This is an optimization exercise on Yosys and OpenROAD, whose aim is small area, not a production implementation. Function was checked by simulation only, so behaviour that the tests miss may differ from the original. Power and IR drop assume default switching activity.

==> flow/design.v (outline; a module is shown in full before it is edited, if it fits) <==
// module ALU_16_bit: 1875 lines
module ALU_16_bit(
input wire [15:0] A,
input wire [15:0] B,
input wire [3:0] ALU_FUN,
input wire clk,
output reg [15:0] ALU_OUT,
output wire Carry_Flag,
output wire Arith_Flag,
output wire Logic_Flag,
output wire CMP_Flag,
output wire Shift_Flag
);
  // ...
==> flow/run.sh <==
#!/bin/bash
# synth_recipe.tcl (not shown) runs the flow's synth.tcl, then flattens the netlist and writes it again
# the make line also repeats each setting of config.mk as NAME=value (left out here)
make -C /OpenROAD-flow-scripts/flow DESIGN_CONFIG=/design/flow/config.mk WORK_HOME=/design/flow/orfs CLKGATE_MAP_FILE= SYNTH_SCRIPT=/design/flow/synth_recipe.tcl finish
==> flow/config.mk <==
export PLATFORM = sky130hd
export DESIGN_NAME = ALU_16_bit
export DESIGN_NICKNAME = ALU_16_bit
export VERILOG_FILES = /design/flow/design.v
export SDC_FILE = /design/flow/constraint.sdc
export NUM_CORES = 4
export LEC_CHECK = 0
export ABC_AREA = 1
export CAP_MARGIN = 20
export CORE_MARGIN = 2
export CORE_UTILIZATION = 40
export GPL_TIMING_DRIVEN = 0
export SLEW_MARGIN = 20
==> flow/constraint.sdc <==
create_clock -name core_clock -period 31.0 [get_ports {clk}]
set_input_delay 6.2000 -clock core_clock [delete_from_list [all_inputs] [get_ports {clk}]]
set_output_delay 6.2000 -clock core_clock [all_outputs]
set_load 0.01 [all_outputs]
==> results_dict.tcl, run 1 <==
set metrics [dict create \
    status "finished clean" \
    post-route-period-util_pct 94.6 \
    leakage_nw 5.82 \
    max_clock_freq_mhz 34.1 \
    io_buffers 57 \
    n_antenna_cell 0 \
    ant_nets 0 \
    synth_compound_area_share_pct 16.2 \
    bufAreaShareNonClock_pct 12.4 \
    clockBufferCount 4 \
    largest_reg_flops 16 \
    synth_area_leaders "nand2_1 (17%), fa_1 (12%), nand3_1 (7.7%), inv_1 (6.5%), ha_1 (6.1%)" \
    synth.distinct_cells 68 \
    htreeDepth 1 \
    synthAdderAreaFrac_pct 18.3 \
    seq_cells 16 \
    multi_input_area_share_pct 74.0 \
    largest-register "ALU_OUT" \
    hold_depth 3 \
    hp-class "input pin to flop" \
    pwr-share-seq_pct 8.2 \
    p_sw_mw 0.160 \
    startpoint_type "input pin" \
    crit_path_start "ALU_FUN[0]" \
    cts.repair.resized 74 \
    grt_pass1_wl_mm 51.7 \
    seq_share_pct 2.70 \
    first_pass_iters 5 \
    use_met1_pct 34.6 \
    drc 0 \
    fin_setup_tns_ns 0 \
]
==> inputs of run 2 (changes only) <==
--- a/flow/config.mk
+++ b/flow/config.mk
@@ -9,5 +9,4 @@
 export CAP_MARGIN = 20
 export CORE_MARGIN = 2
 export CORE_UTILIZATION = 40
-export GPL_TIMING_DRIVEN = 0
 export SLEW_MARGIN = 20
==> run 2 against run 1 <==
Count of clock-buffer cells in the layout unchanged. Via count fell by 0.10%. Worst hold slack better by 0.30 ns. Critical path depth decreased by 9. Clock power grew 2%. Die area unchanged. Sequential power is essentially flat. Cell area decreased by 2.9%. Combinational power about the same. Still clean. Wire length up 1.9%. Flip-flop and latch count did not move. Sequential share of layout area up 0.080 points.
==> results_dict.tcl, run 2 <==
set metrics [dict create \
    status "finished clean" \
    avgSynthCellArea_um2 6.28 \
    area_growth_pct 17.7 \
    slowest_delay_ns 0.54 \
    crit_path_top_delay_cell "clkdlybuf4s50_1" \
    cpMostUsedCell "nand2_1" \
    hold_viol_final 0 \
    wl_per_cell_um 16.8 \
    numCtsBuffers 3 \
    startpoint_type "input pin" \
    largest-register "ALU_OUT" \
    post-route-util_pct 47.7 \
    hp-class "input pin to flop" \
    std_cell_rows 57 \
    yosys.area.top_type "nand2_1" \
    synth_nets 1702 \
    grt_overflow_total 0 \
    register_area_um2 320 \
    max_clock_freq_mhz 34.6 \
    grt_pass1_vias 10000 \
    dieWidth_um 161 \
    drc 0 \
    hpwl_mm 26.1 \
    final_nets 1816 \
    die-area_um2 25800 \
    drt-initial-drc-count 657 \
    syn_area_um2 9800 \
    start_util_pct 40.5 \
    grt_antenna_before_repair 0 \
    routed_wl_mm 33.5 \
    n_antenna_cell 0 \
    post-route-period-util_pct 93.3 \
    first_pass_iters 7 \
    slew-limit-headroom_pct 28.9 \
    drive_above_1_share_pct 21.8 \
    cap_violations 0 \
    die_h_um 161 \
    worstPathRequired_ns 31.11 \
    fin_hold_ws_ns 6.70 \
    largest_reg_flops 16 \
    yosysSeqAreaShare_pct 3.27 \
    coreArea_um2 24200 \
    cts_sinks 16 \
    cts_tree "done" \
    gp_congestion 0.923 \
    synth.distinct_cells 68 \
    io_buffers 57 \
    mostFrequentLayoutCell "nand2_1" \
    crit_type "input pin to flop" \
    layout_common_cells "nand2_1 (417), inv_1 (165), nand3_1 (136), buf_4 (104), nor2_1 (96)" \
    synth_ff_type "dfxtp_1" \
    multi_input_area_um2 8550 \
    tightest_slew_ns 1.06 \
    synth.top_cell.area_share_pct 16.5 \
    fin_crit_ns 28.93 \
    htreeDepth 1 \
    yosys_warnings 1 \
    ioPinCount 58 \
    via_count 10600 \
    grt_usage_pct 25.5 \
    netlist_instances 1559 \
    path_clk_slew_ns 0.05 \
    reg_top3 "ALU_OUT x16" \
    slew_viol_final 0 \
    ys_async_sr_fraction_pct 0 \
    ys_top_cells_by_count "nand2_1 (431), inv_1 (169), nand3_1 (150)" \
    crit_arrival_ns 29.04 \
    setup_violations 0 \
    ant_nets 0 \
    power-per-cell-area_nw_per_um2 26.4 \
    endpoint_kind "flop" \
    grt_pass1_wl_mm 52.8 \
    yosysMostFrequentCell "nand2_1" \
    cts_max_path_buffers 2 \
    synth_enable_flop_cells 0 \
    leakage_nw 5.70 \
    ys_ff_latch 16 \
    vias_per_cell 5.31 \
    peakVddDrop_mv 0.0178 \
    synth_area_leaders "nand2_1 (17%), fa_1 (12%), nand3_1 (7.7%), inv_1 (6.5%), ha_1 (6.1%)" \
    cts_root_buf "clkbuf_16" \
    grt_max_degree 33 \
    critical_path.max_fanout 14 \
    n_fill_cell 2507 \
]
run 2: changes by cell type in the layout (fill, tap and decap cells not counted), sizes merged, moves of 2 or more:
cell,previous run,this run
dlymetal6s2s,8,1
clkinv,11,9
buf,97,105
clkdlybuf4s50,38,56
clkbuf,26,4
run 2: layout make-up:
class / count / share of cell area (%)
Multi-Input combinational cell: 1284 / 74.2
Timing Repair Buffer: 162 / 11.8
Sequential cell: 16 / 2.78
Tap cell: 324 / 3.52
Clock buffer: 4 / 0.771
Inverter: 206 / 6.94
run 2: critical path, delay by kind of cell:
family / cells / cell delay [ns]
compound gates: 41 / 5.32
fa+ha+maj: 11 / 3.82
xor+xnor: 2 / 0.34
simple gates: 111 / 11.12
buf+inv: 19 / 2.14
run 2: stage by stage:
| stage | setup slack, ns | cell area [um^2] | cells | total power [mW] | TNS (ns) |
|---|---|---|---|---|---|
| 2_1_floorplan | 1.77 | 9800 | 1559 | 0.198 | 0 |
| 5_1_grt | -0.172 | 11500 | 1996 | 0.336 | -1.03 |
| 3_5_place_dp | -0.982 | 11000 | 1969 | 0.262 | -12.13 |
| 6_report | 2.07 | 11500 | 1996 | 0.305 | 0 |
| 3_3_place_gp | -0.224 | 11000 | 1969 | 0.259 | -0.543 |
| 4_1_cts | 0.00343 | 11100 | 1974 | 0.292 | 0 |
run 2: path summary, 6_finish.rpt:
kind,end,cells past startpoint,slack (ns),from
worst max-delay path,ALU_OUT[14],184,2.07,B[12]
worst min-delay path,ALU_OUT[0],3,6.70,ALU_FUN[3]
run 2: metal layers:
metal	GRT usage, %	wire length (um)	up-vias
li1	-	-	5273
met1	33.7	14700	4969
met2	44.9	16300	294
met3	1.83	1740	60
met4	7.08	847	0
met5	0	0	-
run 2: cell families after synthesis:
logic type | after synthesis | synth area share (%)
adders and majority gates | 109 | 18.3
DFF | 16 | 3.27
AOI/OAI and AO/OA | 239 | 16.2
muxes | 3 | 0.345
and+or+nand+nor | 838 | 40.2
buffers and inverters | 260 | 12.5
xor gates and xnor gates | 94 | 9.17
run 2: power breakdown:
| part | total, mW | internal (mW) | switching, mW |
|---|---|---|---|
| Clock | 0.0289 | 0.0197 | 0.00928 |
| Combinational | 0.251 | 0.100 | 0.150 |
| Sequential | 0.0249 | 0.0241 | 0.000817 |
| Total | 0.305 | 0.144 | 0.160 |
run 2: timing repair:
| action | in CTS | in global routing |
|---|---|---|
| gates cloned | 0 | 1 |
| hold buffers | 0 | 0 |
| pin swaps | 0 | 29 |
| endpoints found under the setup margin | 16 | 16 |
| buffers inserted | 1 | 21 |
| gates resized for setup | 8 | 83 |
| hold endpoints to repair | 0 | 0 |
==> inputs of run 3 (changes only) <==
--- a/flow/config.mk
+++ b/flow/config.mk
@@ -6,7 +6,9 @@
 export NUM_CORES = 4
 export LEC_CHECK = 0
 export ABC_AREA = 1
-export CAP_MARGIN = 20
+export CAP_MARGIN = 0
 export CORE_MARGIN = 2
 export CORE_UTILIZATION = 40
-export SLEW_MARGIN = 20
+export CTS_BUF_LIST = sky130_fd_sc_hd__clkbuf_4
+export GPL_TIMING_DRIVEN = 0
+export SLEW_MARGIN = 0
==> run 3 against run 2 <==
Still clean on timing, DRC and antenna. Sequential power barely moved. Count of clock-buffer cells in the layout fell by 1. Sequential share of layout area fell by 0.054 points. Combinational power barely moved. Largest power group unchanged.
==> results_dict.tcl, run 3 <==
set metrics [dict create \
    hold_viol_final 0 \
    ant_nets 0 \
    numCtsBuffers 3 \
    grt_antenna_before_repair 0 \
    power-per-cell-area_nw_per_um2 24.7 \
    pwr-share-seq_pct 8.6 \
    hpwl_mm 26.0 \
    yosys.area.top_type "nand2_1" \
    synth_enable_flop_cells 0 \
    cap_violations 0 \
    path_clk_slew_ns 0.11 \
    power_frac_clock_pct 4.4 \
    setup_violations 0 \
    cts_tree "done" \
    yosysSeqAreaShare_pct 3.27 \
    synth_ff_type "dfxtp_1" \
    fin_hold_ws_ns 6.35 \
    cp_top_family "simple AND/OR/NAND/NOR gates" \
    grt_overflow_total 0 \
    peakVddDrop_mv 0.0140 \
    power_frac_comb_pct 87.0 \
    die-area_um2 25800 \
    ys_ff_latch 16 \
    largest-register "ALU_OUT" \
    area_growth_pct 20.0 \
    busiest_layer "met2" \
    use_met3_pct 2.45 \
    max_clock_freq_mhz 34.1 \
    internal-power_mw 0.131 \
    register_area_um2 320 \
    cpMostUsedCell "nand2_1" \
    ys_async_sr_fraction_pct 0 \
    start_util_pct 40.5 \
    endpoint "ALU_OUT[15]" \
    slew_viol_final 0 \
    first_pass_iters 5 \
    via_count 10700 \
    grt_usage_pct 24.7 \
    critical_path.max_fanout 10 \
    leakage_nw 5.82 \
    grt_max_degree 20 \
    status "finished clean" \
    startpoint_type "input pin" \
    routed_wl_mm 33.1 \
    layout_common_cells "nand2_1 (412), inv_1 (164), nand3_1 (136), nor2_1 (95), nand2_2 (71)" \
    drt-initial-drc-count 744 \
    slowest_delay_ns 0.41 \
    post-route-period-util_pct 94.6 \
    n_fill_cell 2516 \
    reg_top3 "ALU_OUT x16" \
    use_met1_pct 33.9 \
    fin_crit_ns 29.32 \
    endpoint_kind "flop" \
    slew-limit-headroom_pct 14.7 \
    p_sw_mw 0.159 \
    synth.distinct_cells 68 \
    wl_per_cell_um 16.5 \
    ioPinCount 58 \
    drc 0 \
    multi_input_area_um2 8700 \
    cts_root_buf "clkbuf_4" \
    mostFrequentLayoutCell "nand2_1" \
    netlist_instances 1559 \
    cts_sinks 16 \
    placedCellCount 1941 \
    htreeDepth 1 \
    crit_arrival_ns 29.54 \
    worstPathRequired_ns 31.22 \
    n_antenna_cell 0 \
    cts_max_path_buffers 2 \
    tightest_slew_ns 1.25 \
    crit_type "input pin to flop" \
    ys_top_cells_by_count "nand2_1 (431), inv_1 (169), nand3_1 (150)" \
    synth_area_leaders "nand2_1 (17%), fa_1 (12%), nand3_1 (7.7%), inv_1 (6.5%), ha_1 (6.1%)" \
    cp_num_buf_inv 25 \
    largest_reg_flops 16 \
    synth_nets 1702 \
    yosysMostFrequentCell "nand2_1" \
    switching_share_pct 54.8 \
    final_cells 2005 \
    cts_hold_buf 0 \
    grt_pass1_wl_mm 50.6 \
    crit_path_start "ALU_FUN[3]" \
    crit_path_top_delay_cell "fa_2" \
    grt.met2_usage_pct 41.9 \
    yosys_warnings 1 \
    syn_area_um2 9800 \
    grt_pass1_vias 9496 \
    std_cell_rows 57 \
    synth.top_cell.area_share_pct 16.5 \
    die_h_um 161 \
    drive_above_1_share_pct 23.2 \
    vias_per_cell 5.33 \
    worst-path-stages 192 \
    hp-class "input pin to flop" \
    dieWidth_um 161 \
    final_nets 1825 \
    io_buffers 57 \
    avgSynthCellArea_um2 6.28 \
    coreArea_um2 24200 \
    gp_congestion 0.932 \
]
==> run 3: worst min-delay path: stages <==
cell	delay (ns)
dlymetal6s2s_1	0.14
nand4_1	0.14
o2111ai_1	0.14
==> run 3: stage by stage <==
step	total power, mW	utilization (%)	TNS [ns]	area [um^2]	worst slack, ns
after floorplan	0.198	-	0	9800	1.77
after global placement	0.253	44.6	-67.61	10800	-4.55
after detailed placement	0.257	44.6	-68.63	10800	-4.60
after CTS	0.274	45.9	0	11100	0.0434
after global routing	0.321	48.6	-0.588	11800	-0.118
final	0.290	48.6	0	11800	1.68
==> run 3: cells by family (layout without fill, tap and decap cells) <==
group	after synthesis	in the layout	share of synthesized area (%)
multiplexers	3	3	0.345
AO/OA/AOI/OAI	239	239	16.2
XOR/XNOR	94	94	9.17
AND/OR/NAND/NOR	838	838	40.2
adder cells (fa/ha/maj)	109	109	18.3
flip-flops	16	16	3.27
buffers and inverters	260	382	12.5
==> run 3: how the worst min path moves through the flow <==
stage                    start          to  slack [ns]  cells past startpoint
floorplan                 A[5]  ALU_OUT[6]        6.33                      2
global placement    ALU_OUT[7]  ALU_OUT[7]        6.94                      1
detailed placement  ALU_OUT[5]  ALU_OUT[5]        6.93                      1
CTS                 ALU_FUN[1]  ALU_OUT[0]        6.58                      5
global route        ALU_FUN[3]  ALU_OUT[0]        6.37                      3
finish              ALU_FUN[3]  ALU_OUT[0]        6.35                      3
==> run 3: power by group through the flow <==
stage	clock network [mW]	logic (mW)	registers, mW
floorplan	0	0.171	0.0273
global placement	0	0.227	0.0254
detailed placement	0	0.231	0.0255
CTS	0.0124	0.237	0.0250
global route	0.0137	0.282	0.0252
finish	0.0127	0.252	0.0249
==> run 3: timing repair <==
action                                  CTS  global route
endpoints found under the setup margin   16            16
gates cloned                              0             0
gates resized for setup                  70           128
buffers inserted                         14            45
pin swaps                                15            55
==> run 3: routing by layer <==
layer,vias up,routed length (um)
li1,5293,-
met2,322,15400
met1,5016,14700
met3,47,2160
met4,0,762
met5,-,0
==> run 3: layout make-up <==
cell class	count	area share [%]
clock inverter	1	0.0319
multi-input combinational	1283	74.0
buffer	54	4.09
timing repair buffer	118	8.67
inverter	206	6.83
sequential	16	2.73
clock buffer	3	0.192
tap	324	3.45
==> inputs of run 4 (changes only) <==
--- a/flow/config.mk
+++ b/flow/config.mk
@@ -10,5 +10,4 @@
 export CORE_MARGIN = 2
 export CORE_UTILIZATION = 40
 export CTS_BUF_LIST = sky130_fd_sc_hd__clkbuf_4
-export GPL_TIMING_DRIVEN = 0
 export SLEW_MARGIN = 0
==> run 4 against run 3 <==
Still clean on timing, DRC and antenna. Clock power hardly changed. First-iteration DRC count fell by 5.0%. Final cell count is 0.50% lower. Die area did not move. Non-clock buffer count is 11 lower.
==> results_dict.tcl, run 4 <==
set metrics [dict create \
    status "finished clean" \
    grt_max_degree 33 \
    mostFrequentLayoutCell "nand2_1" \
    area_growth_pct 16.7 \
    max_clock_freq_mhz 34.7 \
    synth_compound_area_share_pct 16.2 \
    ys_async_sr_fraction_pct 0 \
    n_antenna_cell 0 \
    slew-limit-headroom_pct 24.0 \
    hp-start "ALU_FUN[3]" \
    placed_area_um2 11000 \
    synthAdderAreaFrac_pct 18.3 \
    cts_root_buf "clkbuf_4" \
    ant_nets 0 \
    reg_top3 "ALU_OUT x16" \
    via_count 10600 \
    syn_area_um2 9800 \
    worstPathRequired_ns 31.21 \
    drc 0 \
    dieWidth_um 161 \
    slowest_delay_ns 0.54 \
    synth_simple_gate_area_share_pct 40.2 \
    grt_pass1_wl_mm 52.8 \
    yosys_warnings 1 \
    fin_area_um2 11400 \
    grt_pass1_vias 10000 \
    n_fill_cell 2521 \
    crit_path_top_delay_cell "clkdlybuf4s50_1" \
    post-route-util_pct 47.3 \
    cts_hold_buf 0 \
    hold_depth 3 \
    synth_top_family_by_area "simple AND/OR/NAND/NOR gates" \
    drive_above_1_share_pct 21.4 \
    yosysSeqAreaShare_pct 3.27 \
    power-per-cell-area_nw_per_um2 25.2 \
    grt_overflow_total 0 \
    numCtsBuffers 3 \
    tightest_slew_ns 1.14 \
    synth_enable_flop_cells 0 \
    routed_wl_mm 33.5 \
    coreArea_um2 24200 \
    cp_num_buf_inv 22 \
    synth_xor_area_share_pct 9.17 \
    hold_viol_final 0 \
    synth.distinct_cells 68 \
    drt-initial-drc-count 707 \
    peakVddDrop_mv 0.0174 \
    synth.top_cell.area_share_pct 16.5 \
    hpwl_mm 26.1 \
    synth_area_leaders "nand2_1 (17%), fa_1 (12%), nand3_1 (7.7%), inv_1 (6.5%), ha_1 (6.1%)" \
    endpoint_kind "flop" \
    die_h_um 161 \
    htreeDepth 1 \
    fin_crit_ns 28.86 \
    crit_type "input pin to flop" \
    ys_ff_latch 16 \
    critical_path.max_fanout 13 \
    first_pass_iters 6 \
    yosys.area.top_type "nand2_1" \
    layout_common_cells "nand2_1 (418), inv_1 (166), nand3_1 (138), buf_4 (104), nor2_1 (96)" \
    cap_violations 0 \
    min_to "ALU_OUT[0]" \
    cts_max_path_buffers 2 \
    synth_nets 1702 \
    path_clk_slew_ns 0.11 \
    largest-register "ALU_OUT" \
    cp_top_family "simple AND/OR/NAND/NOR gates" \
    final_cells 1995 \
    register_area_um2 320 \
    cts_tree "done" \
    cts_sinks 16 \
    slew_viol_final 0 \
    crit_arrival_ns 29.07 \
    gp_congestion 0.923 \
    post-route-period-util_pct 93.1 \
    hp-class "input pin to flop" \
    io_buffers 57 \
    place_ws_ns -0.982 \
    grt_antenna_before_repair 0 \
    ys_top_cells_by_count "nand2_1 (431), inv_1 (169), nand3_1 (150)" \
    netlist_instances 1559 \
    start_util_pct 40.5 \
    std_cell_rows 57 \
    final_nets 1815 \
    yosysMostFrequentCell "nand2_1" \
    cpMostUsedCell "nand2_1" \
    synth_mux_area_share_pct 0.345 \
    startpoint_type "input pin" \
    largest_reg_flops 16 \
    die-area_um2 25800 \
    avgSynthCellArea_um2 6.28 \
    wl_per_cell_um 16.8 \
    vias_per_cell 5.33 \
    grt_usage_pct 25.5 \
    placedCellCount 1969 \
    ioPinCount 58 \
    multi_input_area_um2 8530 \
    leakage_nw 5.65 \
    setup_violations 0 \
    setup_slack_ns 2.14 \
    synth_ff_type "dfxtp_1" \
]
==> run 4: layout make-up <==
type,instances,area share (%)
clock buffer,3,0.197
clock inverter,1,0.0328
inverter,206,6.99
multi-input combinational,1284,74.6
sequential,16,2.80
tap,324,3.54
timing repair buffer,161,11.8
==> run 4: where the power goes <==
part           leakage, nW  internal (mW)  total (mW)  switching [mW]
sequential           0.134         0.0241      0.0249        0.000814
combinational         5.50          0.100       0.250           0.150
clock               0.0154        0.00470      0.0127         0.00799
==> run 4: worst max-delay path by stage <==
stage	from	end	slack, ns	depth (start not counted)
6_report	B[12]	ALU_OUT[15]	2.14	185
3_3_place_gp	ALU_FUN[1]	ALU_OUT[15]	-0.22	195
5_1_grt	ALU_FUN[1]	ALU_OUT[15]	-0.20	195
3_5_place_dp	B[15]	ALU_OUT[15]	-0.98	191
4_1_cts	ALU_FUN[1]	ALU_OUT[15]	0.003	193
2_1_floorplan	ALU_FUN[3]	ALU_OUT[15]	1.77	181
==> run 4: routing by layer <==
layer / vias to the layer above / GRT usage, % / part of all wire [%]
met4: 0 / 7.33 / 2.6
met1: 5017 / 33.6 / 45
met3: 69 / 1.86 / 4.7
met5: - / 0 / 0
li1: 5266 / - / -
met2: 290 / 44.9 / 48
==> run 4: stage by stage <==
step	power (mW)	setup TNS [ns]	hold WS [ns]
floorplan	0.198	0	6.33
global placement	0.259	-0.543	6.94
detailed placement	0.262	-12.13	6.93
CTS	0.276	0	6.63
global route	0.319	-1.62	6.66
finish	0.288	0	6.65
==> run 4: worst min-delay path, stage by stage <==
cell,delay [ns]
clkdlybuf4s50_1,0.46
nand4_1,0.14
o2111ai_1,0.11
==> run 4: cells by family after synthesis <==
kind of cell	Yosys count
AO/OA/AOI/OAI	239
XOR/XNOR	94
adder cells (fa/ha/maj)	109
buffers and inverters	260
flip-flops	16
multiplexers	3
AND/OR/NAND/NOR	838
==> run 4: timing repair <==
action,CTS,global route
setup buffers,1,20
pin swaps,0,23
gates resized for setup,7,77
cloned,0,1
endpoints found under the setup margin,16,16

-- static timing again, ports no longer ideal --
The results above use ideal ports. As a check the final layouts listed here were re-extracted and re-timed, cells and wires unchanged.
Step 1 (the two cells are an assumption about what drives the block):
set clk [get_ports {clk}]
set_driving_cell -lib_cell sky130_fd_sc_hd__clkbuf_16 $clk
set_driving_cell -lib_cell sky130_fd_sc_hd__buf_2 [delete_from_list [all_inputs] $clk]
Step 2 also shifts input and output timing later by t, the mid clock arrival at the registers, as if the neighbouring blocks saw the same clock.
Three values: ideal ports, drivers, drivers and shift; two values: the first two.
| run | t (ns) | slack for setup (ns) | latest minus earliest clock arrival (ns) | worst register clock-pin slew, ns |
|---|---|---|---|---|
| run 1 | 0.279 | 1.684 / 1.701 / 1.422 | 0.002 / 0.002 | 0.05 / 0.05 |
| run 2 | 0.285 | 2.070 / 2.080 / 1.794 | 0.001 / 0.001 | 0.05 / 0.05 |
| run 3 | 0.336 | 1.677 / 1.682 / 1.346 | 0.005 / 0.004 | 0.11 / 0.11 |
| run 4 | 0.330 | 2.140 / 2.142 / 1.813 | 0.003 / 0.003 | 0.11 / 0.11 |
After both steps every run listed still meets setup and hold. The setup slack of run 3, which loses most, moves by +0.005 ns with the drivers and by -0.331 ns with both steps.
